Source: an optimization exercise on an open RTL-to-GDS flow (aim: small area, a short achievable clock period and few clock cycles). Production flows keep margins and buffers that such runs may drop. No functional check of the RTL was part of any run shown here. No activity file was given, so power comes from the tool's default toggle rates.

==> flow/design.v, too long to show whole: its modules and the start of the top module <==
// module mac: 381 lines
// module projeto: 53 lines
module projeto(
    input ck,
    input inicio,
    input rst,
    input [15:0] X,
    input [15:0] A,
    input [15:0] B,
    input [15:0] C,
    output pronto,
    output overflow,
    output [15:0] resultado
);
  // ...
==> flow/flow/run.sh <==
#!/bin/bash
# The standard layout (standard.sh) with these changes:
#  - the multiply-add tree, module mac, is laid out from flow/mac_cells.v, the
#    same circuit as mac in rtl/ula.v built from cells by hand (both are
#    generated by gen/mkhand.py), so that its partial products are single
#    NAND gates feeding full-adder cells of inverted polarity;
#  - synthesis skips Yosys's early "abc -fast" (SYNTH_ARGS=-noabc);
#  - port buffers use the smallest buffer, but for the X ports (buf_4).
# Registers and their names are those of the standard synthesis.
set -euo pipefail
export SYNTH_ARGS="-noabc"
export BUFFER_PORTS_ARGS="-buffer_cell sky130_fd_sc_hd__buf_1"
# ... except the X ports, whose buffers drive many gates (flow/xbuf.tcl)
export POST_GLOBAL_PLACE_TCL="$PWD/flow/xbuf.tcl"
# design.v with module mac replaced by the cell-level one
awk '/^module mac\(/ {skip = 1} !skip {print} skip && /^endmodule/ {skip = 0}' design.v > design_cells.v
grep -q '^module mac(' design_cells.v && { echo "module mac still in design_cells.v"; exit 1; }
cat flow/mac_cells.v >> design_cells.v
sed "s#CLKGATE_MAP_FILE= #CLKGATE_MAP_FILE= VERILOG_FILES=$PWD/design_cells.v #" standard.sh > standard_cells.sh
grep -q "VERILOG_FILES=$PWD/design_cells.v" standard_cells.sh
bash standard_cells.sh > standard.log 2>&1
==> flow/flow/xbuf.tcl <==
set db [ord::get_db]
set block [ord::get_db_block]
set big [$db findMaster sky130_fd_sc_hd__buf_4]
foreach bterm [$block getBTerms] {
  if { ![string match {X\[*} [$bterm getName]] } { continue }
  set net [$bterm getNet]
  foreach iterm [$net getITerms] {
    set inst [$iterm getInst]
    if { [string match sky130_fd_sc_hd__buf_* [[$inst getMaster] getName]] } {
      $inst swapMaster $big
      puts "xbuf: [$inst getName] of [$bterm getName] -> sky130_fd_sc_hd__buf_4"
    }
  }
}
==> flow/standard.sh <==
#!/bin/bash
# synth_recipe.tcl (not shown) runs the flow's synth.tcl, then flattens the netlist and writes it again
# the make line also repeats each setting of config.mk as NAME=value (left out here)
make -C /OpenROAD-flow-scripts/flow DESIGN_CONFIG=/design/flow/config.mk WORK_HOME=/design/flow/orfs CLKGATE_MAP_FILE= SYNTH_SCRIPT=/design/flow/synth_recipe.tcl "${@:-finish}"
==> flow/config.mk <==
export PLATFORM = sky130hd
export DESIGN_NAME = projeto
export DESIGN_NICKNAME = projeto
export VERILOG_FILES = /design/flow/design.v
export SDC_FILE = /design/flow/constraint.sdc
export NUM_CORES = 4
export LEC_CHECK = 0
export CAP_MARGIN = 20
export CORE_MARGIN = 2
export CORE_UTILIZATION = 60
export CTS_BUF_LIST = sky130_fd_sc_hd__clkbuf_4 sky130_fd_sc_hd__clkbuf_8
export SETUP_SLACK_MARGIN = 4.7
export SLEW_MARGIN = 20
==> flow/constraint.sdc <==
create_clock -name core_clock -period 9.5 [get_ports {ck}]
set_input_delay 1.9000 -clock core_clock [delete_from_list [all_inputs] [get_ports {ck}]]
set_output_delay 1.9000 -clock core_clock [all_outputs]
set_load 0.01 [all_outputs]
Not shown: flow/flow/mac_cells.v
==> key figures, run 1 <==
Cells and area
  – Number of fill cells: 669
  – Ant diodes: 0
  – Buffering overhead: 9.82%
  – Clk tree area frac: 2.14%
  – Post-layout util: 69.3%
  – Inverters: 26

Synth
  – Post-Synth Simple-Gate Area: 16.1%
  – YS warnings: 1
  – Post-synth top cells: nand2_1 (142), fa_1 (106), dfxtp_1 (33), buf_4 (26), inv_1 (26)
  – Count leader, synth: nand2_1
  – Fraction of registers with async set/reset: 0%
  – Mapped Cells: 483

STA
  – TNS Setup: 0 ns
  – Hold_ws: 0.666 ns
  – Final hold violation count: 0
  – Max frequency: 211 MHz
  – Worst slew pin tran: 0.416 ns

Worst setup path
  – Worst R2R End: qb[14]
  – Critical path required time: 7.60 ns
  – CP startpoint: qc[10]
  – Cell family with most CP delay: compound AO/OA/AOI/OAI gates

Detailed routing
  – Final ANT Viol Nets: 0
  – Met2 wire len: 5740 um
  – DR top layer: met4
  – TritonRoute pass-1 iters: 5

GRT
  – Largest net degree at the start of global routing: 25
  – Initial antenna violation count: 0

Power
  – Internal power: 1.00 mW
  – P_sw: 0.946 mW
  – Pwr dens: 348 nW/um^2
  – P_seq: 0.263 mW
  – P_clk: 0.145 mW

Placed design
  – Port bufs: 84
  – Cell Area, Placed: 5280 um^2

Status
  – Outcome: no timing/DRC/antenna violations

Clock network
  – Clock Sink Count: 33
  – CTS tree: done

Die
  – Die ar.: 8950 um^2
  – Chip height: 94.6 um
==> module projeto, before the edit <==
module projeto(
    input ck,
    input inicio,
    input rst,
    input [15:0] X,
    input [15:0] A,
    input [15:0] B,
    input [15:0] C,
    output pronto,
    output overflow,
    output [15:0] resultado
);
    reg busy, pr, ov;
    reg [15:0] qa, qb, qc;
    reg [2:0] ql;
    wire [15:0] ta = ~qa, tb = ~qb, tc = ~qc;
    wire [15:0] cs = ta ^ tb ^ tc;
    wire [15:0] cm = (ta & tb) | (ta & tc) | (tb & tc);
    wire [17:0] vs = {2'b00, cs} + {1'b0, cm, 1'b0};
    wire [16:0] v = {|vs[17:16], vs[15:0]};
    wire vo = ov | (|ql) | v[16];
    wire [15:0] m;       
    wire [15:0] kn = ~(busy ? C : B);
    wire [15:0] ra, rb, rc;
    wire [5:0] cn;
    mac u(.a(A), .v(v[15:0]), .sel(busy), .m(m), .x(X), .kn(kn), .ra(ra), .rb(rb), .rc(rc), .cn(cn));
    reg hi;
    integer i;
    always @(*) begin
        hi = 1'b0;
        for (i = 1; i < 16; i = i + 1)
            hi = hi | (m[i] & (|(X >> (16 - i))));
    end
    wire po = hi;
    wire [2:0] pl = {~&cn[3:0], ~cn[4], ~cn[5]};
    always @(posedge ck) begin
        qa <= ra;
        qb <= rb;
        qc <= rc;
        ql <= pl;
        ov <= po | (busy & vo);
        if (rst) begin
            busy <= 1'b0;
            pr   <= 1'b0;
        end else begin
            busy <= ~busy & inicio;
            pr   <= busy;
        end
    end
    assign pronto = pr;
    assign resultado = v[15:0];
    assign overflow = vo;
endmodule
==> run 2, diff against run 1 <==
==> flow/design.v (replaced) <==
module mac(
    input [15:0] a,
    input [15:0] v,
    input sel,
    output [15:0] m,
    input [15:0] x,
    input [15:0] kn,
    output [15:0] ra,
    output [15:0] rb,
    output [15:0] rc,
    output [5:0] cn
);
    assign m = sel ? v : a;
    wire pp_0_0 = ~(m[0] & x[0]);
    wire pp_0_1 = ~(m[0] & x[1]);
    wire pp_0_2 = ~(m[0] & x[2]);
    wire pp_0_3 = ~(m[0] & x[3]);
    wire pp_0_4 = ~(m[0] & x[4]);
    wire pp_0_5 = ~(m[0] & x[5]);
    wire pp_0_6 = ~(m[0] & x[6]);
    wire pp_0_7 = ~(m[0] & x[7]);
    wire pp_0_8 = ~(m[0] & x[8]);
    wire pp_0_9 = ~(m[0] & x[9]);
    wire pp_0_10 = ~(m[0] & x[10]);
    wire pp_0_11 = ~(m[0] & x[11]);
    wire pp_0_12 = ~(m[0] & x[12]);
    wire pp_0_13 = ~(m[0] & x[13]);
    wire pp_0_14 = ~(m[0] & x[14]);
    wire pp_0_15 = ~(m[0] & x[15]);
    wire pp_1_0 = ~(m[1] & x[0]);
    wire pp_1_1 = ~(m[1] & x[1]);
    wire pp_1_2 = ~(m[1] & x[2]);
    wire pp_1_3 = ~(m[1] & x[3]);
    wire pp_1_4 = ~(m[1] & x[4]);
    wire pp_1_5 = ~(m[1] & x[5]);
    wire pp_1_6 = ~(m[1] & x[6]);
    wire pp_1_7 = ~(m[1] & x[7]);
    wire pp_1_8 = ~(m[1] & x[8]);
    wire pp_1_9 = ~(m[1] & x[9]);
    wire pp_1_10 = ~(m[1] & x[10]);
    wire pp_1_11 = ~(m[1] & x[11]);
    wire pp_1_12 = ~(m[1] & x[12]);
    wire pp_1_13 = ~(m[1] & x[13]);
    wire pp_1_14 = ~(m[1] & x[14]);
    wire pp_2_0 = ~(m[2] & x[0]);
    wire pp_2_1 = ~(m[2] & x[1]);
    wire pp_2_2 = ~(m[2] & x[2]);
    wire pp_2_3 = ~(m[2] & x[3]);
    wire pp_2_4 = ~(m[2] & x[4]);
    wire pp_2_5 = ~(m[2] & x[5]);
    wire pp_2_6 = ~(m[2] & x[6]);
    wire pp_2_7 = ~(m[2] & x[7]);
    wire pp_2_8 = ~(m[2] & x[8]);
    wire pp_2_9 = ~(m[2] & x[9]);
    wire pp_2_10 = ~(m[2] & x[10]);
    wire pp_2_11 = ~(m[2] & x[11]);
    wire pp_2_12 = ~(m[2] & x[12]);
    wire pp_2_13 = ~(m[2] & x[13]);
    wire pp_3_0 = ~(m[3] & x[0]);
    wire pp_3_1 = ~(m[3] & x[1]);
    wire pp_3_2 = ~(m[3] & x[2]);
    wire pp_3_3 = ~(m[3] & x[3]);
    wire pp_3_4 = ~(m[3] & x[4]);
    wire pp_3_5 = ~(m[3] & x[5]);
    wire pp_3_6 = ~(m[3] & x[6]);
    wire pp_3_7 = ~(m[3] & x[7]);
    wire pp_3_8 = ~(m[3] & x[8]);
    wire pp_3_9 = ~(m[3] & x[9]);
    wire pp_3_10 = ~(m[3] & x[10]);
    wire pp_3_11 = ~(m[3] & x[11]);
    wire pp_3_12 = ~(m[3] & x[12]);
    wire pp_4_0 = ~(m[4] & x[0]);
    wire pp_4_1 = ~(m[4] & x[1]);
    wire pp_4_2 = ~(m[4] & x[2]);
    wire pp_4_3 = ~(m[4] & x[3]);
    wire pp_4_4 = ~(m[4] & x[4]);
    wire pp_4_5 = ~(m[4] & x[5]);
    wire pp_4_6 = ~(m[4] & x[6]);
    wire pp_4_7 = ~(m[4] & x[7]);
    wire pp_4_8 = ~(m[4] & x[8]);
    wire pp_4_9 = ~(m[4] & x[9]);
    wire pp_4_10 = ~(m[4] & x[10]);
    wire pp_4_11 = ~(m[4] & x[11]);
    wire pp_5_0 = ~(m[5] & x[0]);
    wire pp_5_1 = ~(m[5] & x[1]);
    wire pp_5_2 = ~(m[5] & x[2]);
    wire pp_5_3 = ~(m[5] & x[3]);
    wire pp_5_4 = ~(m[5] & x[4]);
    wire pp_5_5 = ~(m[5] & x[5]);
    wire pp_5_6 = ~(m[5] & x[6]);
    wire pp_5_7 = ~(m[5] & x[7]);
    wire pp_5_8 = ~(m[5] & x[8]);
    wire pp_5_9 = ~(m[5] & x[9]);
    wire pp_5_10 = ~(m[5] & x[10]);
    wire pp_6_0 = ~(m[6] & x[0]);
    wire pp_6_1 = ~(m[6] & x[1]);
    wire pp_6_2 = ~(m[6] & x[2]);
    wire pp_6_3 = ~(m[6] & x[3]);
    wire pp_6_4 = ~(m[6] & x[4]);
    wire pp_6_5 = ~(m[6] & x[5]);
    wire pp_6_6 = ~(m[6] & x[6]);
    wire pp_6_7 = ~(m[6] & x[7]);
    wire pp_6_8 = ~(m[6] & x[8]);
    wire pp_6_9 = ~(m[6] & x[9]);
    wire pp_7_0 = ~(m[7] & x[0]);
    wire pp_7_1 = ~(m[7] & x[1]);
    wire pp_7_2 = ~(m[7] & x[2]);
    wire pp_7_3 = ~(m[7] & x[3]);
    wire pp_7_4 = ~(m[7] & x[4]);
    wire pp_7_5 = ~(m[7] & x[5]);
    wire pp_7_6 = ~(m[7] & x[6]);
    wire pp_7_7 = ~(m[7] & x[7]);
    wire pp_7_8 = ~(m[7] & x[8]);
    wire pp_8_0 = ~(m[8] & x[0]);
    wire pp_8_1 = ~(m[8] & x[1]);
    wire pp_8_2 = ~(m[8] & x[2]);
    wire pp_8_3 = ~(m[8] & x[3]);
    wire pp_8_4 = ~(m[8] & x[4]);
    wire pp_8_5 = ~(m[8] & x[5]);
    wire pp_8_6 = ~(m[8] & x[6]);
    wire pp_8_7 = ~(m[8] & x[7]);
    wire pp_9_0 = ~(m[9] & x[0]);
    wire pp_9_1 = ~(m[9] & x[1]);
    wire pp_9_2 = ~(m[9] & x[2]);
    wire pp_9_3 = ~(m[9] & x[3]);
    wire pp_9_4 = ~(m[9] & x[4]);
    wire pp_9_5 = ~(m[9] & x[5]);
    wire pp_9_6 = ~(m[9] & x[6]);
    wire pp_10_0 = ~(m[10] & x[0]);
    wire pp_10_1 = ~(m[10] & x[1]);
    wire pp_10_2 = ~(m[10] & x[2]);
    wire pp_10_3 = ~(m[10] & x[3]);
    wire pp_10_4 = ~(m[10] & x[4]);
    wire pp_10_5 = ~(m[10] & x[5]);
    wire pp_11_0 = ~(m[11] & x[0]);
    wire pp_11_1 = ~(m[11] & x[1]);
    wire pp_11_2 = ~(m[11] & x[2]);
    wire pp_11_3 = ~(m[11] & x[3]);
    wire pp_11_4 = ~(m[11] & x[4]);
    wire pp_12_0 = ~(m[12] & x[0]);
    wire pp_12_1 = ~(m[12] & x[1]);
    wire pp_12_2 = ~(m[12] & x[2]);
    wire pp_12_3 = ~(m[12] & x[3]);
    wire pp_13_0 = ~(m[13] & x[0]);
    wire pp_13_1 = ~(m[13] & x[1]);
    wire pp_13_2 = ~(m[13] & x[2]);
    wire pp_14_0 = ~(m[14] & x[0]);
    wire pp_14_1 = ~(m[14] & x[1]);
    wire pp_15_0 = ~(m[15] & x[0]);
    wire px1 = pp_0_15 ^ pp_1_14;
    wire px2 = pp_2_13 ^ pp_3_12;
    wire px3 = pp_4_11 ^ pp_5_10;
    wire px4 = pp_6_9 ^ pp_7_8;
    wire px5 = pp_10_5 ^ pp_11_4;
    wire px6 = pp_12_3 ^ pp_13_2;
    wire px7 = pp_14_1 ^ pp_15_0;
    wire px8 = pp_8_7 ^ pp_9_6;
    wire px9 = px1 ^ px2;
    wire px10 = px3 ^ px4;
    wire px11 = px5 ^ px6;
    wire px12 = px7 ^ px8;
    wire px13 = px10 ^ px9;
    wire px14 = px11 ^ px12;
    wire px15 = ~(px13 ^ px14);
    wire s16 = kn[1] ^ pp_0_1 ^ pp_1_0;
    wire c17 = (kn[1] & pp_0_1) | (kn[1] & pp_1_0) | (pp_0_1 & pp_1_0);
    wire s18 = kn[2] ^ pp_0_2 ^ pp_1_1;
    wire c19 = (kn[2] & pp_0_2) | (kn[2] & pp_1_1) | (pp_0_2 & pp_1_1);
    wire s20 = pp_2_0 ^ c17 ^ s18;
    wire c21 = (pp_2_0 & c17) | (pp_2_0 & s18) | (c17 & s18);
    wire s22 = kn[3] ^ pp_0_3 ^ pp_1_2;
    wire c23 = (kn[3] & pp_0_3) | (kn[3] & pp_1_2) | (pp_0_3 & pp_1_2);
    wire s24 = pp_2_1 ^ pp_3_0 ^ c19;
    wire c25 = (pp_2_1 & pp_3_0) | (pp_2_1 & c19) | (pp_3_0 & c19);
    wire s26 = s22 ^ s24 ^ c21;
    wire c27 = (s22 & s24) | (s22 & c21) | (s24 & c21);
    wire s28 = kn[4] ^ pp_0_4 ^ pp_1_3;
    wire c29 = (kn[4] & pp_0_4) | (kn[4] & pp_1_3) | (pp_0_4 & pp_1_3);
    wire s30 = pp_2_2 ^ pp_3_1 ^ pp_4_0;
    wire c31 = (pp_2_2 & pp_3_1) | (pp_2_2 & pp_4_0) | (pp_3_1 & pp_4_0);
    wire s32 = c23 ^ s28 ^ s30;
    wire c33 = (c23 & s28) | (c23 & s30) | (s28 & s30);
    wire s34 = c25 ^ s32 ^ c27;
    wire c35 = (c25 & s32) | (c25 & c27) | (s32 & c27);
    wire s36 = kn[5] ^ pp_0_5 ^ pp_1_4;
    wire c37 = (kn[5] & pp_0_5) | (kn[5] & pp_1_4) | (pp_0_5 & pp_1_4);
    wire s38 = pp_2_3 ^ pp_3_2 ^ pp_4_1;
    wire c39 = (pp_2_3 & pp_3_2) | (pp_2_3 & pp_4_1) | (pp_3_2 & pp_4_1);
    wire s40 = pp_5_0 ^ c29 ^ c31;
    wire c41 = (pp_5_0 & c29) | (pp_5_0 & c31) | (c29 & c31);
    wire s42 = s36 ^ s38 ^ c33;
    wire c43 = (s36 & s38) | (s36 & c33) | (s38 & c33);
    wire s44 = s40 ^ s42 ^ c35;
    wire c45 = (s40 & s42) | (s40 & c35) | (s42 & c35);
    wire s46 = kn[6] ^ pp_0_6 ^ pp_1_5;
    wire c47 = (kn[6] & pp_0_6) | (kn[6] & pp_1_5) | (pp_0_6 & pp_1_5);
    wire s48 = pp_2_4 ^ pp_3_3 ^ pp_4_2;
    wire c49 = (pp_2_4 & pp_3_3) | (pp_2_4 & pp_4_2) | (pp_3_3 & pp_4_2);
    wire s50 = pp_5_1 ^ pp_6_0 ^ c37;
    wire c51 = (pp_5_1 & pp_6_0) | (pp_5_1 & c37) | (pp_6_0 & c37);
    wire s52 = c39 ^ s46 ^ s48;
    wire c53 = (c39 & s46) | (c39 & s48) | (s46 & s48);
    wire s54 = s50 ^ c41 ^ s52;
    wire c55 = (s50 & c41) | (s50 & s52) | (c41 & s52);
    wire s56 = ~(c43 ^ s54);
    wire c57 = c43 | s54;
    wire s58 = kn[7] ^ pp_0_7 ^ pp_1_6;
    wire c59 = (kn[7] & pp_0_7) | (kn[7] & pp_1_6) | (pp_0_7 & pp_1_6);
    wire s60 = pp_2_5 ^ pp_3_4 ^ pp_4_3;
    wire c61 = (pp_2_5 & pp_3_4) | (pp_2_5 & pp_4_3) | (pp_3_4 & pp_4_3);
    wire s62 = pp_5_2 ^ pp_6_1 ^ pp_7_0;
    wire c63 = (pp_5_2 & pp_6_1) | (pp_5_2 & pp_7_0) | (pp_6_1 & pp_7_0);
    wire s64 = c47 ^ c49 ^ s58;
    wire c65 = (c47 & c49) | (c47 & s58) | (c49 & s58);
    wire s66 = s60 ^ s62 ^ c51;
    wire c67 = (s60 & s62) | (s60 & c51) | (s62 & c51);
    wire s68 = c53 ^ s64 ^ s66;
    wire c69 = (c53 & s64) | (c53 & s66) | (s64 & s66);
    wire s70 = c55 ^ c57 ^ s68;
    wire c71 = (c55 & c57) | (c55 & s68) | (c57 & s68);
    wire s72 = kn[8] ^ pp_0_8 ^ pp_1_7;
    wire c73 = (kn[8] & pp_0_8) | (kn[8] & pp_1_7) | (pp_0_8 & pp_1_7);
    wire s74 = pp_2_6 ^ pp_3_5 ^ pp_4_4;
    wire c75 = (pp_2_6 & pp_3_5) | (pp_2_6 & pp_4_4) | (pp_3_5 & pp_4_4);
    wire s76 = pp_5_3 ^ pp_6_2 ^ pp_7_1;
    wire c77 = (pp_5_3 & pp_6_2) | (pp_5_3 & pp_7_1) | (pp_6_2 & pp_7_1);
    wire s78 = pp_8_0 ^ c59 ^ c61;
    wire c79 = (pp_8_0 & c59) | (pp_8_0 & c61) | (c59 & c61);
    wire s80 = c63 ^ s72 ^ s74;
    wire c81 = (c63 & s72) | (c63 & s74) | (s72 & s74);
    wire s82 = s76 ^ c65 ^ s78;
    wire c83 = (s76 & c65) | (s76 & s78) | (c65 & s78);
    wire s84 = s80 ^ c67 ^ s82;
    wire c85 = (s80 & c67) | (s80 & s82) | (c67 & s82);
    wire s86 = kn[9] ^ pp_0_9 ^ pp_1_8;
    wire c87 = (kn[9] & pp_0_9) | (kn[9] & pp_1_8) | (pp_0_9 & pp_1_8);
    wire s88 = pp_2_7 ^ pp_3_6 ^ pp_4_5;
    wire c89 = (pp_2_7 & pp_3_6) | (pp_2_7 & pp_4_5) | (pp_3_6 & pp_4_5);
    wire s90 = pp_5_4 ^ pp_6_3 ^ pp_7_2;
    wire c91 = (pp_5_4 & pp_6_3) | (pp_5_4 & pp_7_2) | (pp_6_3 & pp_7_2);
    wire s92 = pp_8_1 ^ pp_9_0 ^ c73;
    wire c93 = (pp_8_1 & pp_9_0) | (pp_8_1 & c73) | (pp_9_0 & c73);
    wire s94 = c75 ^ c77 ^ s86;
    wire c95 = (c75 & c77) | (c75 & s86) | (c77 & s86);
    wire s96 = s88 ^ s90 ^ s92;
    wire c97 = (s88 & s90) | (s88 & s92) | (s90 & s92);
    wire s98 = c79 ^ c81 ^ s94;
    wire c99 = (c79 & c81) | (c79 & s94) | (c81 & s94);
    wire s100 = s96 ^ c83 ^ s98;
    wire c101 = (s96 & c83) | (s96 & s98) | (c83 & s98);
    wire s102 = kn[10] ^ pp_0_10 ^ pp_1_9;
    wire c103 = (kn[10] & pp_0_10) | (kn[10] & pp_1_9) | (pp_0_10 & pp_1_9);
    wire s104 = pp_2_8 ^ pp_3_7 ^ pp_4_6;
    wire c105 = (pp_2_8 & pp_3_7) | (pp_2_8 & pp_4_6) | (pp_3_7 & pp_4_6);
    wire s106 = pp_5_5 ^ pp_6_4 ^ pp_7_3;
    wire c107 = (pp_5_5 & pp_6_4) | (pp_5_5 & pp_7_3) | (pp_6_4 & pp_7_3);
    wire s108 = pp_10_0 ^ pp_8_2 ^ pp_9_1;
    wire c109 = (pp_10_0 & pp_8_2) | (pp_10_0 & pp_9_1) | (pp_8_2 & pp_9_1);
    wire s110 = c87 ^ c89 ^ c91;
    wire c111 = (c87 & c89) | (c87 & c91) | (c89 & c91);
    wire s112 = s102 ^ s104 ^ s106;
    wire c113 = (s102 & s104) | (s102 & s106) | (s104 & s106);
    wire s114 = s108 ^ c93 ^ c95;
    wire c115 = (s108 & c93) | (s108 & c95) | (c93 & c95);
    wire s116 = s110 ^ s112 ^ c97;
    wire c117 = (s110 & s112) | (s110 & c97) | (s112 & c97);
    wire s118 = s114 ^ c99 ^ s116;
    wire c119 = (s114 & c99) | (s114 & s116) | (c99 & s116);
    wire s120 = kn[11] ^ pp_0_11 ^ pp_1_10;
    wire c121 = (kn[11] & pp_0_11) | (kn[11] & pp_1_10) | (pp_0_11 & pp_1_10);
    wire s122 = pp_2_9 ^ pp_3_8 ^ pp_4_7;
    wire c123 = (pp_2_9 & pp_3_8) | (pp_2_9 & pp_4_7) | (pp_3_8 & pp_4_7);
    wire s124 = pp_5_6 ^ pp_6_5 ^ pp_7_4;
    wire c125 = (pp_5_6 & pp_6_5) | (pp_5_6 & pp_7_4) | (pp_6_5 & pp_7_4);
    wire s126 = pp_10_1 ^ pp_11_0 ^ pp_8_3;
    wire c127 = (pp_10_1 & pp_11_0) | (pp_10_1 & pp_8_3) | (pp_11_0 & pp_8_3);
    wire s128 = pp_9_2 ^ c103 ^ c105;
    wire c129 = (pp_9_2 & c103) | (pp_9_2 & c105) | (c103 & c105);
    wire s130 = c107 ^ s120 ^ s122;
    wire c131 = (c107 & s120) | (c107 & s122) | (s120 & s122);
    wire s132 = s124 ^ c109 ^ s126;
    wire c133 = (s124 & c109) | (s124 & s126) | (c109 & s126);
    wire s134 = c111 ^ c113 ^ s128;
    wire c135 = (c111 & c113) | (c111 & s128) | (c113 & s128);
    wire s136 = s130 ^ s132 ^ c115;
    wire c137 = (s130 & s132) | (s130 & c115) | (s132 & c115);
    wire s138 = s134 ^ c117 ^ s136;
    wire c139 = (s134 & c117) | (s134 & s136) | (c117 & s136);
    wire s140 = kn[12] ^ pp_0_12 ^ pp_1_11;
    wire c141 = (kn[12] & pp_0_12) | (kn[12] & pp_1_11) | (pp_0_12 & pp_1_11);
    wire s142 = pp_2_10 ^ pp_3_9 ^ pp_4_8;
    wire c143 = (pp_2_10 & pp_3_9) | (pp_2_10 & pp_4_8) | (pp_3_9 & pp_4_8);
    wire s144 = pp_5_7 ^ pp_6_6 ^ pp_7_5;
    wire c145 = (pp_5_7 & pp_6_6) | (pp_5_7 & pp_7_5) | (pp_6_6 & pp_7_5);
    wire s146 = pp_10_2 ^ pp_11_1 ^ pp_12_0;
    wire c147 = (pp_10_2 & pp_11_1) | (pp_10_2 & pp_12_0) | (pp_11_1 & pp_12_0);
    wire s148 = pp_8_4 ^ pp_9_3 ^ c121;
    wire c149 = (pp_8_4 & pp_9_3) | (pp_8_4 & c121) | (pp_9_3 & c121);
    wire s150 = c123 ^ c125 ^ s140;
    wire c151 = (c123 & c125) | (c123 & s140) | (c125 & s140);
    wire s152 = s142 ^ s144 ^ c127;
    wire c153 = (s142 & s144) | (s142 & c127) | (s144 & c127);
    wire s154 = s146 ^ s148 ^ c129;
    wire c155 = (s146 & s148) | (s146 & c129) | (s148 & c129);
    wire s156 = c131 ^ s150 ^ s152;
    wire c157 = (c131 & s150) | (c131 & s152) | (s150 & s152);
    wire s158 = c133 ^ s154 ^ c135;
    wire c159 = (c133 & s154) | (c133 & c135) | (s154 & c135);
    wire s160 = s156 ^ c137 ^ s158;
    wire c161 = (s156 & c137) | (s156 & s158) | (c137 & s158);
    wire s162 = kn[13] ^ pp_0_13 ^ pp_1_12;
    wire c163 = (kn[13] & pp_0_13) | (kn[13] & pp_1_12) | (pp_0_13 & pp_1_12);
    wire s164 = pp_2_11 ^ pp_3_10 ^ pp_4_9;
    wire c165 = (pp_2_11 & pp_3_10) | (pp_2_11 & pp_4_9) | (pp_3_10 & pp_4_9);
    wire s166 = pp_5_8 ^ pp_6_7 ^ pp_7_6;
    wire c167 = (pp_5_8 & pp_6_7) | (pp_5_8 & pp_7_6) | (pp_6_7 & pp_7_6);
    wire s168 = pp_10_3 ^ pp_11_2 ^ pp_12_1;
    wire c169 = (pp_10_3 & pp_11_2) | (pp_10_3 & pp_12_1) | (pp_11_2 & pp_12_1);
    wire s170 = pp_13_0 ^ pp_8_5 ^ pp_9_4;
    wire c171 = (pp_13_0 & pp_8_5) | (pp_13_0 & pp_9_4) | (pp_8_5 & pp_9_4);
    wire s172 = c141 ^ c143 ^ c145;
    wire c173 = (c141 & c143) | (c141 & c145) | (c143 & c145);
    wire s174 = s162 ^ s164 ^ s166;
    wire c175 = (s162 & s164) | (s162 & s166) | (s164 & s166);
    wire s176 = c147 ^ s168 ^ s170;
    wire c177 = (c147 & s168) | (c147 & s170) | (s168 & s170);
    wire s178 = c149 ^ c151 ^ s172;
    wire c179 = (c149 & c151) | (c149 & s172) | (c151 & s172);
    wire s180 = s174 ^ c153 ^ c155;
    wire c181 = (s174 & c153) | (s174 & c155) | (c153 & c155);
    wire s182 = s176 ^ s178 ^ c157;
    wire c183 = (s176 & s178) | (s176 & c157) | (s178 & c157);
    wire s184 = s180 ^ c159 ^ s182;
    wire c185 = (s180 & c159) | (s180 & s182) | (c159 & s182);
    wire s186 = kn[14] ^ pp_0_14 ^ pp_1_13;
    wire c187 = (kn[14] & pp_0_14) | (kn[14] & pp_1_13) | (pp_0_14 & pp_1_13);
    wire s188 = pp_2_12 ^ pp_3_11 ^ pp_4_10;
    wire c189 = (pp_2_12 & pp_3_11) | (pp_2_12 & pp_4_10) | (pp_3_11 & pp_4_10);
    wire s190 = pp_5_9 ^ pp_6_8 ^ pp_7_7;
    wire c191 = (pp_5_9 & pp_6_8) | (pp_5_9 & pp_7_7) | (pp_6_8 & pp_7_7);
    wire s192 = pp_10_4 ^ pp_11_3 ^ pp_12_2;
    wire c193 = (pp_10_4 & pp_11_3) | (pp_10_4 & pp_12_2) | (pp_11_3 & pp_12_2);
    wire s194 = pp_13_1 ^ pp_14_0 ^ pp_8_6;
    wire c195 = (pp_13_1 & pp_14_0) | (pp_13_1 & pp_8_6) | (pp_14_0 & pp_8_6);
    wire s196 = pp_9_5 ^ c163 ^ c165;
    wire c197 = (pp_9_5 & c163) | (pp_9_5 & c165) | (c163 & c165);
    wire s198 = c167 ^ s186 ^ s188;
    wire c199 = (c167 & s186) | (c167 & s188) | (s186 & s188);
    wire s200 = s190 ^ c169 ^ c171;
    wire c201 = (s190 & c169) | (s190 & c171) | (c169 & c171);
    wire s202 = s192 ^ s194 ^ c173;
    wire c203 = (s192 & s194) | (s192 & c173) | (s194 & c173);
    wire s204 = c175 ^ s196 ^ s198;
    wire c205 = (c175 & s196) | (c175 & s198) | (s196 & s198);
    wire s206 = c177 ^ s200 ^ s202;
    wire c207 = (c177 & s200) | (c177 & s202) | (s200 & s202);
    wire s208 = c179 ^ s204 ^ c181;
    wire c209 = (c179 & s204) | (c179 & c181) | (s204 & c181);
    wire s210 = s206 ^ c183 ^ s208;
    wire c211 = (s206 & c183) | (s206 & s208) | (c183 & s208);
    wire s212 = kn[15] ^ c187 ^ c189;
    wire c213 = (kn[15] & c187) | (kn[15] & c189) | (c187 & c189);
    wire s214 = c191 ^ c193 ^ c195;
    wire c215 = (c191 & c193) | (c191 & c195) | (c193 & c195);
    wire s216 = c197 ^ c199 ^ s212;
    wire c217 = (c197 & c199) | (c197 & s212) | (c199 & s212);
    wire s218 = px15 ^ c201 ^ s214;
    wire c219 = (px15 & c201) | (px15 & s214) | (c201 & s214);
    wire s220 = c203 ^ c205 ^ s216;
    wire c221 = (c203 & c205) | (c203 & s216) | (c205 & s216);
    wire s222 = c207 ^ s218 ^ s220;
    wire c223 = (c207 & s218) | (c207 & s220) | (s218 & s220);
    assign ra = {c209, c185, c161, c139, c119, c101, c85, c69, s70, s56, s44, s34, s26, s20, s16, kn[0]};
    assign rb = {s222, s210, s184, s160, s138, s118, s100, s84, 1'b1, c45, 1'b1, 1'b1, 1'b1, 1'b1, 1'b1, pp_0_0};
    assign rc = {c211, 1'b1, 1'b1, 1'b1, 1'b1, 1'b1, 1'b1, c71, 1'b1, 1'b1, 1'b1, 1'b1, 1'b1, 1'b1, 1'b1, 1'b1};
    assign cn = {c223, c221, c219, c217, c215, c213};
endmodule
module projeto(
    input ck,
    input inicio,
    input rst,
    input [15:0] X,
    input [15:0] A,
    input [15:0] B,
    input [15:0] C,
    output pronto,
    output overflow,
    output [15:0] resultado
);
    reg busy, pr, ov;
    reg [15:0] qa, qb, qc;
    reg [1:0] ql;
    wire [15:0] ta = ~qa, tb = ~qb, tc = ~qc;
    wire [15:0] cs = ta ^ tb ^ tc;
    wire [15:0] cm = (ta & tb) | (ta & tc) | (tb & tc);
    wire [17:0] vs = {2'b00, cs} + {1'b0, cm, 1'b0};
    wire [16:0] v = {|vs[17:16], vs[15:0]};
    wire vo = ov | (|ql) | v[16];
    wire [15:0] m;       
    wire [15:0] kn = ~(busy ? C : B);
    wire [15:0] ra, rb, rc;
    wire [5:0] cn;
    mac u(.a(A), .v(v[15:0]), .sel(busy), .m(m), .x(X), .kn(kn), .ra(ra), .rb(rb), .rc(rc), .cn(cn));
    reg hi;
    integer i;
    always @(*) begin
        hi = 1'b0;
        for (i = 1; i < 16; i = i + 1)
            hi = hi | (m[i] & (|(X >> (16 - i))));
    end
    wire po = hi | ~&cn[3:0];
    wire [1:0] pl = {~cn[4], ~cn[5]};
    always @(posedge ck) begin
        qa <= ra;
        qb <= rb;
        qc <= rc;
        ql <= pl;
        ov <= po | (busy & vo);
        if (rst) begin
            busy <= 1'b0;
            pr   <= 1'b0;
        end else begin
            busy <= ~busy & inicio;
            pr   <= busy;
        end
    end
    assign pronto = pr;
    assign resultado = v[15:0];
    assign overflow = vo;
endmodule
--- a/flow/flow/mac_cells.v
+++ b/flow/flow/mac_cells.v
@@ -324,23 +324,23 @@
     sky130_fd_sc_hd__xor2_1 g_px1 (.A(pp_0_15), .B(pp_1_14), .X(px1));
     wire px2;
     sky130_fd_sc_hd__xor2_1 g_px2 (.A(pp_2_13), .B(pp_3_12), .X(px2));
     wire px3;
     sky130_fd_sc_hd__xor2_1 g_px3 (.A(pp_4_11), .B(pp_5_10), .X(px3));
     wire px4;
     sky130_fd_sc_hd__xor2_1 g_px4 (.A(pp_6_9), .B(pp_7_8), .X(px4));
     wire px5;
-    sky130_fd_sc_hd__xor2_1 g_px5 (.A(pp_8_7), .B(pp_9_6), .X(px5));
+    sky130_fd_sc_hd__xor2_1 g_px5 (.A(pp_10_5), .B(pp_11_4), .X(px5));
     wire px6;
-    sky130_fd_sc_hd__xor2_1 g_px6 (.A(pp_10_5), .B(pp_11_4), .X(px6));
+    sky130_fd_sc_hd__xor2_1 g_px6 (.A(pp_12_3), .B(pp_13_2), .X(px6));
     wire px7;
-    sky130_fd_sc_hd__xor2_1 g_px7 (.A(pp_12_3), .B(pp_13_2), .X(px7));
+    sky130_fd_sc_hd__xor2_1 g_px7 (.A(pp_14_1), .B(pp_15_0), .X(px7));
     wire px8;
-    sky130_fd_sc_hd__xor2_1 g_px8 (.A(pp_14_1), .B(pp_15_0), .X(px8));
+    sky130_fd_sc_hd__xor2_1 g_px8 (.A(pp_8_7), .B(pp_9_6), .X(px8));
     wire px9;
     sky130_fd_sc_hd__xor2_1 g_px9 (.A(px1), .B(px2), .X(px9));
     wire px10;
     sky130_fd_sc_hd__xor2_1 g_px10 (.A(px3), .B(px4), .X(px10));
     wire px11;
     sky130_fd_sc_hd__xor2_1 g_px11 (.A(px5), .B(px6), .X(px11));
     wire px12;
     sky130_fd_sc_hd__xor2_1 g_px12 (.A(px7), .B(px8), .X(px12));
@@ -417,155 +417,150 @@
     sky130_fd_sc_hd__fa_1 g_s78 (.A(pp_8_0), .B(c59), .CIN(c61), .COUT(c79), .SUM(s78));
     wire s80, c81;
     sky130_fd_sc_hd__fa_1 g_s80 (.A(c63), .B(s72), .CIN(s74), .COUT(c81), .SUM(s80));
     wire s82, c83;
     sky130_fd_sc_hd__fa_1 g_s82 (.A(s76), .B(c65), .CIN(s78), .COUT(c83), .SUM(s82));
     wire s84, c85;
     sky130_fd_sc_hd__fa_1 g_s84 (.A(s80), .B(c67), .CIN(s82), .COUT(c85), .SUM(s84));
     wire s86, c87;
-    sky130_fd_sc_hd__fa_1 g_s86 (.A(c69), .B(s84), .CIN(c71), .COUT(c87), .SUM(s86));
+    sky130_fd_sc_hd__fa_1 g_s86 (.A(kn[9]), .B(pp_0_9), .CIN(pp_1_8), .COUT(c87), .SUM(s86));
     wire s88, c89;
-    sky130_fd_sc_hd__fa_1 g_s88 (.A(kn[9]), .B(pp_0_9), .CIN(pp_1_8), .COUT(c89), .SUM(s88));
+    sky130_fd_sc_hd__fa_1 g_s88 (.A(pp_2_7), .B(pp_3_6), .CIN(pp_4_5), .COUT(c89), .SUM(s88));
     wire s90, c91;
-    sky130_fd_sc_hd__fa_1 g_s90 (.A(pp_2_7), .B(pp_3_6), .CIN(pp_4_5), .COUT(c91), .SUM(s90));
+    sky130_fd_sc_hd__fa_1 g_s90 (.A(pp_5_4), .B(pp_6_3), .CIN(pp_7_2), .COUT(c91), .SUM(s90));
     wire s92, c93;
-    sky130_fd_sc_hd__fa_1 g_s92 (.A(pp_5_4), .B(pp_6_3), .CIN(pp_7_2), .COUT(c93), .SUM(s92));
+    sky130_fd_sc_hd__fa_1 g_s92 (.A(pp_8_1), .B(pp_9_0), .CIN(c73), .COUT(c93), .SUM(s92));
     wire s94, c95;
-    sky130_fd_sc_hd__fa_1 g_s94 (.A(pp_8_1), .B(pp_9_0), .CIN(c73), .COUT(c95), .SUM(s94));
+    sky130_fd_sc_hd__fa_1 g_s94 (.A(c75), .B(c77), .CIN(s86), .COUT(c95), .SUM(s94));
     wire s96, c97;
-    sky130_fd_sc_hd__fa_1 g_s96 (.A(c75), .B(c77), .CIN(s88), .COUT(c97), .SUM(s96));
+    sky130_fd_sc_hd__fa_1 g_s96 (.A(s88), .B(s90), .CIN(s92), .COUT(c97), .SUM(s96));
     wire s98, c99;
-    sky130_fd_sc_hd__fa_1 g_s98 (.A(s90), .B(s92), .CIN(s94), .COUT(c99), .SUM(s98));
+    sky130_fd_sc_hd__fa_1 g_s98 (.A(c79), .B(c81), .CIN(s94), .COUT(c99), .SUM(s98));
     wire s100, c101;
-    sky130_fd_sc_hd__fa_1 g_s100 (.A(c79), .B(c81), .CIN(s96), .COUT(c101), .SUM(s100));
+    sky130_fd_sc_hd__fa_1 g_s100 (.A(s96), .B(c83), .CIN(s98), .COUT(c101), .SUM(s100));
     wire s102, c103;
-    sky130_fd_sc_hd__fa_1 g_s102 (.A(s98), .B(c83), .CIN(s100), .COUT(c103), .SUM(s102));
+    sky130_fd_sc_hd__fa_1 g_s102 (.A(kn[10]), .B(pp_0_10), .CIN(pp_1_9), .COUT(c103), .SUM(s102));
     wire s104, c105;
-    sky130_fd_sc_hd__xnor2_1 g_s104 (.A(c85), .B(s102), .Y(s104));
-    sky130_fd_sc_hd__or2_1 g_c105 (.A(c85), .B(s102), .X(c105));
+    sky130_fd_sc_hd__fa_1 g_s104 (.A(pp_2_8), .B(pp_3_7), .CIN(pp_4_6), .COUT(c105), .SUM(s104));
     wire s106, c107;
-    sky130_fd_sc_hd__fa_1 g_s106 (.A(kn[10]), .B(pp_0_10), .CIN(pp_1_9), .COUT(c107), .SUM(s106));
+    sky130_fd_sc_hd__fa_1 g_s106 (.A(pp_5_5), .B(pp_6_4), .CIN(pp_7_3), .COUT(c107), .SUM(s106));
     wire s108, c109;
-    sky130_fd_sc_hd__fa_1 g_s108 (.A(pp_2_8), .B(pp_3_7), .CIN(pp_4_6), .COUT(c109), .SUM(s108));
+    sky130_fd_sc_hd__fa_1 g_s108 (.A(pp_10_0), .B(pp_8_2), .CIN(pp_9_1), .COUT(c109), .SUM(s108));
     wire s110, c111;
-    sky130_fd_sc_hd__fa_1 g_s110 (.A(pp_5_5), .B(pp_6_4), .CIN(pp_7_3), .COUT(c111), .SUM(s110));
+    sky130_fd_sc_hd__fa_1 g_s110 (.A(c87), .B(c89), .CIN(c91), .COUT(c111), .SUM(s110));
     wire s112, c113;
-    sky130_fd_sc_hd__fa_1 g_s112 (.A(pp_8_2), .B(pp_9_1), .CIN(pp_10_0), .COUT(c113), .SUM(s112));
+    sky130_fd_sc_hd__fa_1 g_s112 (.A(s102), .B(s104), .CIN(s106), .COUT(c113), .SUM(s112));
     wire s114, c115;
-    sky130_fd_sc_hd__fa_1 g_s114 (.A(c89), .B(c91), .CIN(c93), .COUT(c115), .SUM(s114));
+    sky130_fd_sc_hd__fa_1 g_s114 (.A(s108), .B(c93), .CIN(c95), .COUT(c115), .SUM(s114));
     wire s116, c117;
-    sky130_fd_sc_hd__fa_1 g_s116 (.A(s106), .B(s108), .CIN(s110), .COUT(c117), .SUM(s116));
+    sky130_fd_sc_hd__fa_1 g_s116 (.A(s110), .B(s112), .CIN(c97), .COUT(c117), .SUM(s116));
     wire s118, c119;
-    sky130_fd_sc_hd__fa_1 g_s118 (.A(s112), .B(c95), .CIN(c97), .COUT(c119), .SUM(s118));
+    sky130_fd_sc_hd__fa_1 g_s118 (.A(s114), .B(c99), .CIN(s116), .COUT(c119), .SUM(s118));
     wire s120, c121;
-    sky130_fd_sc_hd__fa_1 g_s120 (.A(s114), .B(s116), .CIN(c99), .COUT(c121), .SUM(s120));
+    sky130_fd_sc_hd__fa_1 g_s120 (.A(kn[11]), .B(pp_0_11), .CIN(pp_1_10), .COUT(c121), .SUM(s120));
     wire s122, c123;
-    sky130_fd_sc_hd__fa_1 g_s122 (.A(s118), .B(c101), .CIN(s120), .COUT(c123), .SUM(s122));
+    sky130_fd_sc_hd__fa_1 g_s122 (.A(pp_2_9), .B(pp_3_8), .CIN(pp_4_7), .COUT(c123), .SUM(s122));
     wire s124, c125;
-    sky130_fd_sc_hd__fa_1 g_s124 (.A(kn[11]), .B(pp_0_11), .CIN(pp_1_10), .COUT(c125), .SUM(s124));
+    sky130_fd_sc_hd__fa_1 g_s124 (.A(pp_5_6), .B(pp_6_5), .CIN(pp_7_4), .COUT(c125), .SUM(s124));
     wire s126, c127;
-    sky130_fd_sc_hd__fa_1 g_s126 (.A(pp_2_9), .B(pp_3_8), .CIN(pp_4_7), .COUT(c127), .SUM(s126));
+    sky130_fd_sc_hd__fa_1 g_s126 (.A(pp_10_1), .B(pp_11_0), .CIN(pp_8_3), .COUT(c127), .SUM(s126));
     wire s128, c129;
-    sky130_fd_sc_hd__fa_1 g_s128 (.A(pp_5_6), .B(pp_6_5), .CIN(pp_7_4), .COUT(c129), .SUM(s128));
+    sky130_fd_sc_hd__fa_1 g_s128 (.A(pp_9_2), .B(c103), .CIN(c105), .COUT(c129), .SUM(s128));
     wire s130, c131;
-    sky130_fd_sc_hd__fa_1 g_s130 (.A(pp_8_3), .B(pp_9_2), .CIN(pp_10_1), .COUT(c131), .SUM(s130));
+    sky130_fd_sc_hd__fa_1 g_s130 (.A(c107), .B(s120), .CIN(s122), .COUT(c131), .SUM(s130));
     wire s132, c133;
-    sky130_fd_sc_hd__fa_1 g_s132 (.A(pp_11_0), .B(c107), .CIN(c109), .COUT(c133), .SUM(s132));
+    sky130_fd_sc_hd__fa_1 g_s132 (.A(s124), .B(c109), .CIN(s126), .COUT(c133), .SUM(s132));
     wire s134, c135;
-    sky130_fd_sc_hd__fa_1 g_s134 (.A(c111), .B(s124), .CIN(s126), .COUT(c135), .SUM(s134));
+    sky130_fd_sc_hd__fa_1 g_s134 (.A(c111), .B(c113), .CIN(s128), .COUT(c135), .SUM(s134));
     wire s136, c137;
-    sky130_fd_sc_hd__fa_1 g_s136 (.A(s128), .B(c113), .CIN(s130), .COUT(c137), .SUM(s136));
+    sky130_fd_sc_hd__fa_1 g_s136 (.A(s130), .B(s132), .CIN(c115), .COUT(c137), .SUM(s136));
     wire s138, c139;
-    sky130_fd_sc_hd__fa_1 g_s138 (.A(c115), .B(c117), .CIN(s132), .COUT(c139), .SUM(s138));
+    sky130_fd_sc_hd__fa_1 g_s138 (.A(s134), .B(c117), .CIN(s136), .COUT(c139), .SUM(s138));
     wire s140, c141;
-    sky130_fd_sc_hd__fa_1 g_s140 (.A(s134), .B(s136), .CIN(c119), .COUT(c141), .SUM(s140));
+    sky130_fd_sc_hd__fa_1 g_s140 (.A(kn[12]), .B(pp_0_12), .CIN(pp_1_11), .COUT(c141), .SUM(s140));
     wire s142, c143;
-    sky130_fd_sc_hd__fa_1 g_s142 (.A(s138), .B(c121), .CIN(s140), .COUT(c143), .SUM(s142));
+    sky130_fd_sc_hd__fa_1 g_s142 (.A(pp_2_10), .B(pp_3_9), .CIN(pp_4_8), .COUT(c143), .SUM(s142));
     wire s144, c145;
-    sky130_fd_sc_hd__fa_1 g_s144 (.A(kn[12]), .B(pp_0_12), .CIN(pp_1_11), .COUT(c145), .SUM(s144));
+    sky130_fd_sc_hd__fa_1 g_s144 (.A(pp_5_7), .B(pp_6_6), .CIN(pp_7_5), .COUT(c145), .SUM(s144));
     wire s146, c147;
-    sky130_fd_sc_hd__fa_1 g_s146 (.A(pp_2_10), .B(pp_3_9), .CIN(pp_4_8), .COUT(c147), .SUM(s146));
+    sky130_fd_sc_hd__fa_1 g_s146 (.A(pp_10_2), .B(pp_11_1), .CIN(pp_12_0), .COUT(c147), .SUM(s146));
     wire s148, c149;
-    sky130_fd_sc_hd__fa_1 g_s148 (.A(pp_5_7), .B(pp_6_6), .CIN(pp_7_5), .COUT(c149), .SUM(s148));
+    sky130_fd_sc_hd__fa_1 g_s148 (.A(pp_8_4), .B(pp_9_3), .CIN(c121), .COUT(c149), .SUM(s148));
     wire s150, c151;
-    sky130_fd_sc_hd__fa_1 g_s150 (.A(pp_8_4), .B(pp_9_3), .CIN(pp_10_2), .COUT(c151), .SUM(s150));
+    sky130_fd_sc_hd__fa_1 g_s150 (.A(c123), .B(c125), .CIN(s140), .COUT(c151), .SUM(s150));
     wire s152, c153;
-    sky130_fd_sc_hd__fa_1 g_s152 (.A(pp_11_1), .B(pp_12_0), .CIN(c125), .COUT(c153), .SUM(s152));
+    sky130_fd_sc_hd__fa_1 g_s152 (.A(s142), .B(s144), .CIN(c127), .COUT(c153), .SUM(s152));
     wire s154, c155;
-    sky130_fd_sc_hd__fa_1 g_s154 (.A(c127), .B(c129), .CIN(s144), .COUT(c155), .SUM(s154));
+    sky130_fd_sc_hd__fa_1 g_s154 (.A(s146), .B(s148), .CIN(c129), .COUT(c155), .SUM(s154));
     wire s156, c157;
-    sky130_fd_sc_hd__fa_1 g_s156 (.A(s146), .B(s148), .CIN(c131), .COUT(c157), .SUM(s156));
+    sky130_fd_sc_hd__fa_1 g_s156 (.A(c131), .B(s150), .CIN(s152), .COUT(c157), .SUM(s156));
     wire s158, c159;
-    sky130_fd_sc_hd__fa_1 g_s158 (.A(s150), .B(s152), .CIN(c133), .COUT(c159), .SUM(s158));
+    sky130_fd_sc_hd__fa_1 g_s158 (.A(c133), .B(s154), .CIN(c135), .COUT(c159), .SUM(s158));
     wire s160, c161;
-    sky130_fd_sc_hd__fa_1 g_s160 (.A(c135), .B(s154), .CIN(s156), .COUT(c161), .SUM(s160));
+    sky130_fd_sc_hd__fa_1 g_s160 (.A(s156), .B(c137), .CIN(s158), .COUT(c161), .SUM(s160));
     wire s162, c163;
-    sky130_fd_sc_hd__fa_1 g_s162 (.A(c137), .B(s158), .CIN(c139), .COUT(c163), .SUM(s162));
+    sky130_fd_sc_hd__fa_1 g_s162 (.A(kn[13]), .B(pp_0_13), .CIN(pp_1_12), .COUT(c163), .SUM(s162));
     wire s164, c165;
-    sky130_fd_sc_hd__fa_1 g_s164 (.A(s160), .B(c141), .CIN(s162), .COUT(c165), .SUM(s164));
+    sky130_fd_sc_hd__fa_1 g_s164 (.A(pp_2_11), .B(pp_3_10), .CIN(pp_4_9), .COUT(c165), .SUM(s164));
     wire s166, c167;
-    sky130_fd_sc_hd__fa_1 g_s166 (.A(kn[13]), .B(pp_0_13), .CIN(pp_1_12), .COUT(c167), .SUM(s166));
+    sky130_fd_sc_hd__fa_1 g_s166 (.A(pp_5_8), .B(pp_6_7), .CIN(pp_7_6), .COUT(c167), .SUM(s166));
     wire s168, c169;
-    sky130_fd_sc_hd__fa_1 g_s168 (.A(pp_2_11), .B(pp_3_10), .CIN(pp_4_9), .COUT(c169), .SUM(s168));
+    sky130_fd_sc_hd__fa_1 g_s168 (.A(pp_10_3), .B(pp_11_2), .CIN(pp_12_1), .COUT(c169), .SUM(s168));
     wire s170, c171;
-    sky130_fd_sc_hd__fa_1 g_s170 (.A(pp_5_8), .B(pp_6_7), .CIN(pp_7_6), .COUT(c171), .SUM(s170));
+    sky130_fd_sc_hd__fa_1 g_s170 (.A(pp_13_0), .B(pp_8_5), .CIN(pp_9_4), .COUT(c171), .SUM(s170));
     wire s172, c173;
-    sky130_fd_sc_hd__fa_1 g_s172 (.A(pp_8_5), .B(pp_9_4), .CIN(pp_10_3), .COUT(c173), .SUM(s172));
+    sky130_fd_sc_hd__fa_1 g_s172 (.A(c141), .B(c143), .CIN(c145), .COUT(c173), .SUM(s172));
     wire s174, c175;
-    sky130_fd_sc_hd__fa_1 g_s174 (.A(pp_11_2), .B(pp_12_1), .CIN(pp_13_0), .COUT(c175), .SUM(s174));
+    sky130_fd_sc_hd__fa_1 g_s174 (.A(s162), .B(s164), .CIN(s166), .COUT(c175), .SUM(s174));
     wire s176, c177;
-    sky130_fd_sc_hd__fa_1 g_s176 (.A(c145), .B(c147), .CIN(c149), .COUT(c177), .SUM(s176));
+    sky130_fd_sc_hd__fa_1 g_s176 (.A(c147), .B(s168), .CIN(s170), .COUT(c177), .SUM(s176));
     wire s178, c179;
-    sky130_fd_sc_hd__fa_1 g_s178 (.A(s166), .B(s168), .CIN(s170), .COUT(c179), .SUM(s178));
+    sky130_fd_sc_hd__fa_1 g_s178 (.A(c149), .B(c151), .CIN(s172), .COUT(c179), .SUM(s178));
     wire s180, c181;
-    sky130_fd_sc_hd__fa_1 g_s180 (.A(c151), .B(s172), .CIN(s174), .COUT(c181), .SUM(s180));
+    sky130_fd_sc_hd__fa_1 g_s180 (.A(s174), .B(c153), .CIN(c155), .COUT(c181), .SUM(s180));
     wire s182, c183;
-    sky130_fd_sc_hd__fa_1 g_s182 (.A(c153), .B(c155), .CIN(s176), .COUT(c183), .SUM(s182));
+    sky130_fd_sc_hd__fa_1 g_s182 (.A(s176), .B(s178), .CIN(c157), .COUT(c183), .SUM(s182));
     wire s184, c185;
-    sky130_fd_sc_hd__fa_1 g_s184 (.A(c157), .B(s178), .CIN(s180), .COUT(c185), .SUM(s184));
+    sky130_fd_sc_hd__fa_1 g_s184 (.A(s180), .B(c159), .CIN(s182), .COUT(c185), .SUM(s184));
     wire s186, c187;
-    sky130_fd_sc_hd__fa_1 g_s186 (.A(c159), .B(s182), .CIN(c161), .COUT(c187), .SUM(s186));
+    sky130_fd_sc_hd__fa_1 g_s186 (.A(kn[14]), .B(pp_0_14), .CIN(pp_1_13), .COUT(c187), .SUM(s186));
     wire s188, c189;
-    sky130_fd_sc_hd__fa_1 g_s188 (.A(s184), .B(c163), .CIN(s186), .COUT(c189), .SUM(s188));
+    sky130_fd_sc_hd__fa_1 g_s188 (.A(pp_2_12), .B(pp_3_11), .CIN(pp_4_10), .COUT(c189), .SUM(s188));
     wire s190, c191;
-    sky130_fd_sc_hd__fa_1 g_s190 (.A(kn[14]), .B(pp_0_14), .CIN(pp_1_13), .COUT(c191), .SUM(s190));
+    sky130_fd_sc_hd__fa_1 g_s190 (.A(pp_5_9), .B(pp_6_8), .CIN(pp_7_7), .COUT(c191), .SUM(s190));
     wire s192, c193;
-    sky130_fd_sc_hd__fa_1 g_s192 (.A(pp_2_12), .B(pp_3_11), .CIN(pp_4_10), .COUT(c193), .SUM(s192));
+    sky130_fd_sc_hd__fa_1 g_s192 (.A(pp_10_4), .B(pp_11_3), .CIN(pp_12_2), .COUT(c193), .SUM(s192));
     wire s194, c195;
-    sky130_fd_sc_hd__fa_1 g_s194 (.A(pp_5_9), .B(pp_6_8), .CIN(pp_7_7), .COUT(c195), .SUM(s194));
+    sky130_fd_sc_hd__fa_1 g_s194 (.A(pp_13_1), .B(pp_14_0), .CIN(pp_8_6), .COUT(c195), .SUM(s194));
     wire s196, c197;
-    sky130_fd_sc_hd__fa_1 g_s196 (.A(pp_8_6), .B(pp_9_5), .CIN(pp_10_4), .COUT(c197), .SUM(s196));
+    sky130_fd_sc_hd__fa_1 g_s196 (.A(pp_9_5), .B(c163), .CIN(c165), .COUT(c197), .SUM(s196));
     wire s198, c199;
-    sky130_fd_sc_hd__fa_1 g_s198 (.A(pp_11_3), .B(pp_12_2), .CIN(pp_13_1), .COUT(c199), .SUM(s198));
+    sky130_fd_sc_hd__fa_1 g_s198 (.A(c167), .B(s186), .CIN(s188), .COUT(c199), .SUM(s198));
     wire s200, c201;
-    sky130_fd_sc_hd__fa_1 g_s200 (.A(pp_14_0), .B(c167), .CIN(c169), .COUT(c201), .SUM(s200));
+    sky130_fd_sc_hd__fa_1 g_s200 (.A(s190), .B(c169), .CIN(c171), .COUT(c201), .SUM(s200));
     wire s202, c203;
-    sky130_fd_sc_hd__fa_1 g_s202 (.A(c171), .B(s190), .CIN(s192), .COUT(c203), .SUM(s202));
+    sky130_fd_sc_hd__fa_1 g_s202 (.A(s192), .B(s194), .CIN(c173), .COUT(c203), .SUM(s202));
     wire s204, c205;
-    sky130_fd_sc_hd__fa_1 g_s204 (.A(s194), .B(c173), .CIN(s196), .COUT(c205), .SUM(s204));
+    sky130_fd_sc_hd__fa_1 g_s204 (.A(c175), .B(s196), .CIN(s198), .COUT(c205), .SUM(s204));
     wire s206, c207;
-    sky130_fd_sc_hd__fa_1 g_s206 (.A(c175), .B(s198), .CIN(c177), .COUT(c207), .SUM(s206));
+    sky130_fd_sc_hd__fa_1 g_s206 (.A(c177), .B(s200), .CIN(s202), .COUT(c207), .SUM(s206));
     wire s208, c209;
-    sky130_fd_sc_hd__fa_1 g_s208 (.A(c179), .B(s200), .CIN(s202), .COUT(c209), .SUM(s208));
+    sky130_fd_sc_hd__fa_1 g_s208 (.A(c179), .B(s204), .CIN(c181), .COUT(c209), .SUM(s208));
     wire s210, c211;
-    sky130_fd_sc_hd__fa_1 g_s210 (.A(c181), .B(s204), .CIN(s206), .COUT(c211), .SUM(s210));
+    sky130_fd_sc_hd__fa_1 g_s210 (.A(s206), .B(c183), .CIN(s208), .COUT(c211), .SUM(s210));
     wire s212, c213;
-    sky130_fd_sc_hd__fa_1 g_s212 (.A(c183), .B(s208), .CIN(c185), .COUT(c213), .SUM(s212));
+    sky130_fd_sc_hd__fa_1 g_s212 (.A(kn[15]), .B(c187), .CIN(c189), .COUT(c213), .SUM(s212));
     wire s214, c215;
-    sky130_fd_sc_hd__fa_1 g_s214 (.A(s210), .B(c187), .CIN(s212), .COUT(c215), .SUM(s214));
+    sky130_fd_sc_hd__fa_1 g_s214 (.A(c191), .B(c193), .CIN(c195), .COUT(c215), .SUM(s214));
     wire s216, c217;
-    sky130_fd_sc_hd__fa_1 g_s216 (.A(kn[15]), .B(c191), .CIN(c193), .COUT(c217), .SUM(s216));
+    sky130_fd_sc_hd__fa_1 g_s216 (.A(c197), .B(c199), .CIN(s212), .COUT(c217), .SUM(s216));
     wire s218, c219;
-    sky130_fd_sc_hd__fa_1 g_s218 (.A(c195), .B(c197), .CIN(c199), .COUT(c219), .SUM(s218));
+    sky130_fd_sc_hd__fa_1 g_s218 (.A(px15), .B(c201), .CIN(s214), .COUT(c219), .SUM(s218));
     wire s220, c221;
-    sky130_fd_sc_hd__fa_1 g_s220 (.A(c201), .B(c203), .CIN(s216), .COUT(c221), .SUM(s220));
+    sky130_fd_sc_hd__fa_1 g_s220 (.A(c203), .B(c205), .CIN(s216), .COUT(c221), .SUM(s220));
     wire s222, c223;
-    sky130_fd_sc_hd__fa_1 g_s222 (.A(c205), .B(px15), .CIN(s218), .COUT(c223), .SUM(s222));
-    wire s224, c225;
-    sky130_fd_sc_hd__fa_1 g_s224 (.A(c207), .B(c209), .CIN(s220), .COUT(c225), .SUM(s224));
-    wire s226, c227;
-    sky130_fd_sc_hd__fa_1 g_s226 (.A(s222), .B(c211), .CIN(s224), .COUT(c227), .SUM(s226));
-    assign ra = {c213, c189, c165, c143, c123, c103, s104, s86, s70, s56, s44, s34, s26, s20, s16, kn[0]};
-    assign rb = {s226, s214, s188, s164, s142, s122, c87, 1'b1, 1'b1, c45, 1'b1, 1'b1, 1'b1, 1'b1, 1'b1, pp_0_0};
-    assign rc = {c215, 1'b1, 1'b1, 1'b1, 1'b1, c105, 1'b1, 1'b1, 1'b1, 1'b1, 1'b1, 1'b1, 1'b1, 1'b1, 1'b1, 1'b1};
-    assign cn = {c227, c225, c223, c221, c219, c217};
+    sky130_fd_sc_hd__fa_1 g_s222 (.A(c207), .B(s218), .CIN(s220), .COUT(c223), .SUM(s222));
+    assign ra = {c209, c185, c161, c139, c119, c101, c85, c69, s70, s56, s44, s34, s26, s20, s16, kn[0]};
+    assign rb = {s222, s210, s184, s160, s138, s118, s100, s84, 1'b1, c45, 1'b1, 1'b1, 1'b1, 1'b1, 1'b1, pp_0_0};
+    assign rc = {c211, 1'b1, 1'b1, 1'b1, 1'b1, 1'b1, 1'b1, c71, 1'b1, 1'b1, 1'b1, 1'b1, 1'b1, 1'b1, 1'b1, 1'b1};
+    assign cn = {c223, c221, c219, c217, c215, c213};
 endmodule
==> flow/config.mk (replaced) <==
export PLATFORM = sky130hd
export DESIGN_NAME = projeto
export DESIGN_NICKNAME = projeto
export VERILOG_FILES = /design/flow/design.v
export SDC_FILE = /design/flow/constraint.sdc
export NUM_CORES = 4
export LEC_CHECK = 0
export CAP_MARGIN = 20
export CORE_MARGIN = 2
export CORE_UTILIZATION = 60
export CTS_BUF_LIST = sky130_fd_sc_hd__clkbuf_4 sky130_fd_sc_hd__clkbuf_8
export SETUP_SLACK_MARGIN = 4.0
export SLEW_MARGIN = 20
==> key figures, run 2 <==
Power
  – P_sw: 0.971 mW (was 0.946 mW)
  – Flop pwr share: 13.5% (about the same)
  – Combinational share of power: 80.2% (was 79.1%)
  – Pwr dens: 363 nW/um^2 (was 348 nW/um^2)
  – Sw frac: 50.2% (was 48.5%)
  – Leakage Power: 2.04 nW (was 2.19 nW)
  – VDD IR-drop max: 0.200 mV (was 0.326 mV)
  – Internal power: 0.965 mW (was 1.00 mW)
  – Clock power frac: 6.2% (was 7.5%)

Worst hold path
  – Hold Startpoint: ql[1] (was busy)
  – Worst min path class: reg2reg (unchanged)
  – Hold path cells: 5 (was 2)
  – Hold Path End: ov (was pr)

Placed design
  – Port bufs: 84 (unchanged)
  – HPWL after DPL: 9700 um (was 9310 um)
  – Placed insts: 644 (was 647)
  – Cell Area, Placed: 5230 um^2 (was 5280 um^2)

Worst setup path
  – Crit. End Element: flip-flop (was output pin)
  – Worst path slowest cell: or4_4 (was fa_1)
  – Cell Chain, Critical Path: inv_1 -> ha_1 -> ha_1 -> or3_1 -> a31oi_1 -> o31ai_1 -> a21oi_1 -> xnor2_1 -> mux2_2 -> nand2_1 -> fa_1 -> fa_1 -> fa_1 -> and4_1 -> nand3_1 -> or4_4 -> a2111oi_4 -> o311ai_1 (was fa_1 -> inv_1 -> ha_1 -> a21o_1 -> a2111oi_0 -> o22ai_1 -> o32ai_2 -> nand2_1 -> buf_1)
  – CP arrival: 5.13 ns (was 2.83 ns)
  – Crit-path max FO: 4 (was 5)
  – Crit-path max cell delay: 0.53 ns (about the same)
  – FF-to-FF path depth: 18 (was 14)
  – Critical path required time: 9.64 ns (was 7.60 ns)
  – Critical path's most frequent cell: fa_1
  – Worst R2R Setup Slack: 4.51 ns (was 4.88 ns)
  – Worst Setup Path Type: reg2reg (was reg2out)
  – Crit path launch type: flip-flop (unchanged)
  – RR Startpoint: qb[9] (was qc[10])
  – Worst R2R End: ov (was qb[14])

GRT
  – GR Overflow Total: 0 (unchanged)
  – Largest net degree at the start of global routing: 24 (was 25)
  – First-pass GRT wire length: 19400 um (was 18000 um)
  – Tot GR Track Use: 29.3% (was 26.8%)
  – Initial antenna violation count: 0 (unchanged)
  – Number of global-route vias before repair: 3967 (was 3635)

Die
  – Die ar.: 8920 um^2 (was 8950 um^2)
  – Die width: 94.5 um (was 94.6 um)
  – Chip height: 94.5 um (was 94.6 um)
  – Starting density of the core: 62.6% (was 60.9%)
  – Placeable Area: 7850 um^2 (was 8090 um^2)
  – IO Count: 85 (unchanged)
  – FP Rows: 32 (was 33)

Detailed routing
  – Routed wire length: 12100 um (was 11500 um)
  – Final ANT Viol Nets: 0 (unchanged)
  – Drt via density: 5.65 (was 5.53)
  – TritonRoute pass-1 iters: 4 (was 5)
  – Initial DRC count: 241 (was 230)
  – DR vias: 3685 (was 3713)
  – Avg WL per Cell: 18.5 um (was 17.2 um)
  – # DRC: 0 (unchanged)

STA
  – Setup Viol. Count Final: 0 (unchanged)
  – Max frequency: 200 MHz (was 211 MHz)
  – TNS Setup: 0 ns (unchanged)
  – Unrepaired setup endpoints after global routing: no (was yes)
  – Worst slew pin tran: 0.686 ns (was 0.416 ns)
  – Clock period minus worst slack: 4.99 ns (was 4.73 ns)
  – Slew Limit Headroom: 54.3% (was 71.5%)
  – Worst Clk Skew: 0.0131 ns (was 0.00916 ns)
  – Final worst path period share: 52.5% (was 49.8%)
  – Final hold violation count: 0 (unchanged)
  – Max-slew violations: 0 (unchanged)

Status
  – Outcome: no timing/DRC/antenna violations (unchanged)

Cells and area
  – Most common library cell in the layout ignoring fill and taps: nand2_1 (unchanged)
  – Share of layout cells above drive strength 1: 9.27% (was 14.5%)
  – Finished Cell Area: 5330 um^2 (was 5610 um^2)
  – Largest regs: qa x16, qb x10 (was qa x16, qb x9, ql x3)
  – Area growth syn-to-layout: 8.51% (was 13.8%)
  – NumNets Final: 739 (was 755)
  – Most frequent cells in the layout: nand2_1 (142), fa_1 (105), buf_1 (68) (was nand2_1 (138), fa_1 (105), buf_1 (68))
  – Ant diodes: 0 (unchanged)
  – Biggest register: qa (unchanged)
  – Max reg flops: 16 (unchanged)
  – Layout Cells excl Fill: 652 (was 672)

Clock network
  – Clock buffer count from CTS: 5 (unchanged)
  – CTS tree: done (unchanged)
  – Worst-path clk slew: 0.07 ns (was 0.08 ns)
  – CTS H-tree lvls: 2 (unchanged)
  – Clk buf depth: 2 (unchanged)
  – Setup Buffers After CTS: 0 (was 1)
  – CTS Hold Bufs: 0 (unchanged)
  – CTS root buffer: clkbuf_8 (unchanged)
  – Worst-Skew Late Latency: 0.29 ns (about the same)
  – Clock Sink Count: 33 (unchanged)
  – CTS resizes: 0 (was 1)

Synth
  – Yosys reg bits: 33 (unchanged)
  – Post-synth top area cell: fa_1 (unchanged)
  – Netlist Area Pre-Place: 4910 um^2 (was 4930 um^2)
  – Count leader, synth: nand2_1 (unchanged)
  – Cell variety after synth: 49 (was 46)
  – Sequential cell area fraction in the yosys report: 13.5% (was 13.4%)
  – Fraction of registers with async set/reset: 0% (unchanged)
  – Syn_nets: 674 (was 672)
  – Ys flop type: dfxtp_1 (unchanged)
  – Main area contributors after synthesis: fa_1 (43%), dfxtp_1 (13%), nand2_1 (11%) (unchanged)
  – YS warnings: 1 (unchanged)
  – EDFF count, synth: 0 (unchanged)
  – Mapped Avg Cell Area: 10.1 um^2 (was 10.2 um^2)
  – Post-synth top cells: nand2_1 (142), fa_1 (105), dfxtp_1 (33), inv_1 (28), buf_4 (26) (was nand2_1 (142), fa_1 (106), dfxtp_1 (33), buf_4 (26), inv_1 (26))
  – Mapped Cells: 484 (was 483)
  – Share of the synthesized area in the top cell type: 42.8% (was 43.1%)

Flow run
  – Max-Cap Viols: 0 (unchanged)
run 2: cell count changes in the layout (fill, tap and decap cells not counted), sizes merged, moves of 3 or more:
cell and delta:
o21ai -3, a31oi +3, nand3b -3, nor2 -3, nor3b -3, buf -18, a21oi +3
run 2: how the worst max path moves through the flow:
stage,startpoint,slack [ns],end,cells past startpoint
after floorplan,A[0],4.56,qb[14],8
after global placement,A[0],4.33,qb[14],9
after detailed placement,A[0],4.22,qb[14],9
after CTS,qb[9],4.50,ov,18
after global routing,qb[9],4.25,ov,18
final,qb[9],4.51,ov,18
run 2: power by group through the flow:
stage	Combinational, mW	Clock, mW	Sequential [mW]
3_5_place_dp	1.56	0	0.266
2_1_floorplan	1.27	0	0.259
5_1_grt	1.80	0.128	0.268
3_3_place_gp	1.49	0	0.264
6_report	1.55	0.121	0.262
4_1_cts	1.56	0.123	0.263
run 2: area by class of cell:
cell class                 count  area [um^2]
inverter                      28          105
clock buffer                   7         96.3
sequential                    33          662
fill                         648         2520
timing repair buffer          86          390
clock inverter                 1         5.00
multi-input combinational    395         3940
tap                          102          128
run 2: logic make-up after synthesis:
logic type | synth area share [%]
xor gates and xnor gates | 4.99
adders and majority gates | 47.4
buffers and inverters | 6.27
AOI/OAI and AO/OA | 5.58
DFF | 13.5
and+or+nand+nor | 15.4
muxes | 6.93
run 2: worst max-delay path: cells and delay by family, from the launching register on:
kind	cells	cell delay, ns
AO/OA/AOI/OAI	5	1.18
XOR/XNOR	1	0.15
flip-flops	1	0.31
multiplexers	1	0.27
adder cells (fa/ha/maj)	5	1.64
buffers and inverters	1	0.04
AND/OR/NAND/NOR	5	1.27
run 2: per-layer routing:
metal	global-route usage, %	part of all wire, %
met2	48.6	49
met3	5.43	8.0
met5	0	0
met4	8.57	0.91
met1	39.8	42
run 2: stage by stage:
step	worst slack (ns)	hold WS, ns	utilization, %	power [mW]
final	4.51	0.794	67.9	1.94
after global routing	4.25	0.843	67.9	2.20
after CTS	4.50	0.807	67.9	1.95
after detailed placement	4.22	0.784	66.6	1.82
after global placement	4.33	0.775	65.8	1.75
after floorplan	4.56	0.708	-	1.53

Check on run 2: ideal ports give 4.511 ns setup slack; a clkbuf_16 on the clock port and buf_2 on the inputs give 4.504 ns; moving port delays by the midpoint clock arrival (0.318 ns) as well gives 4.222 ns.
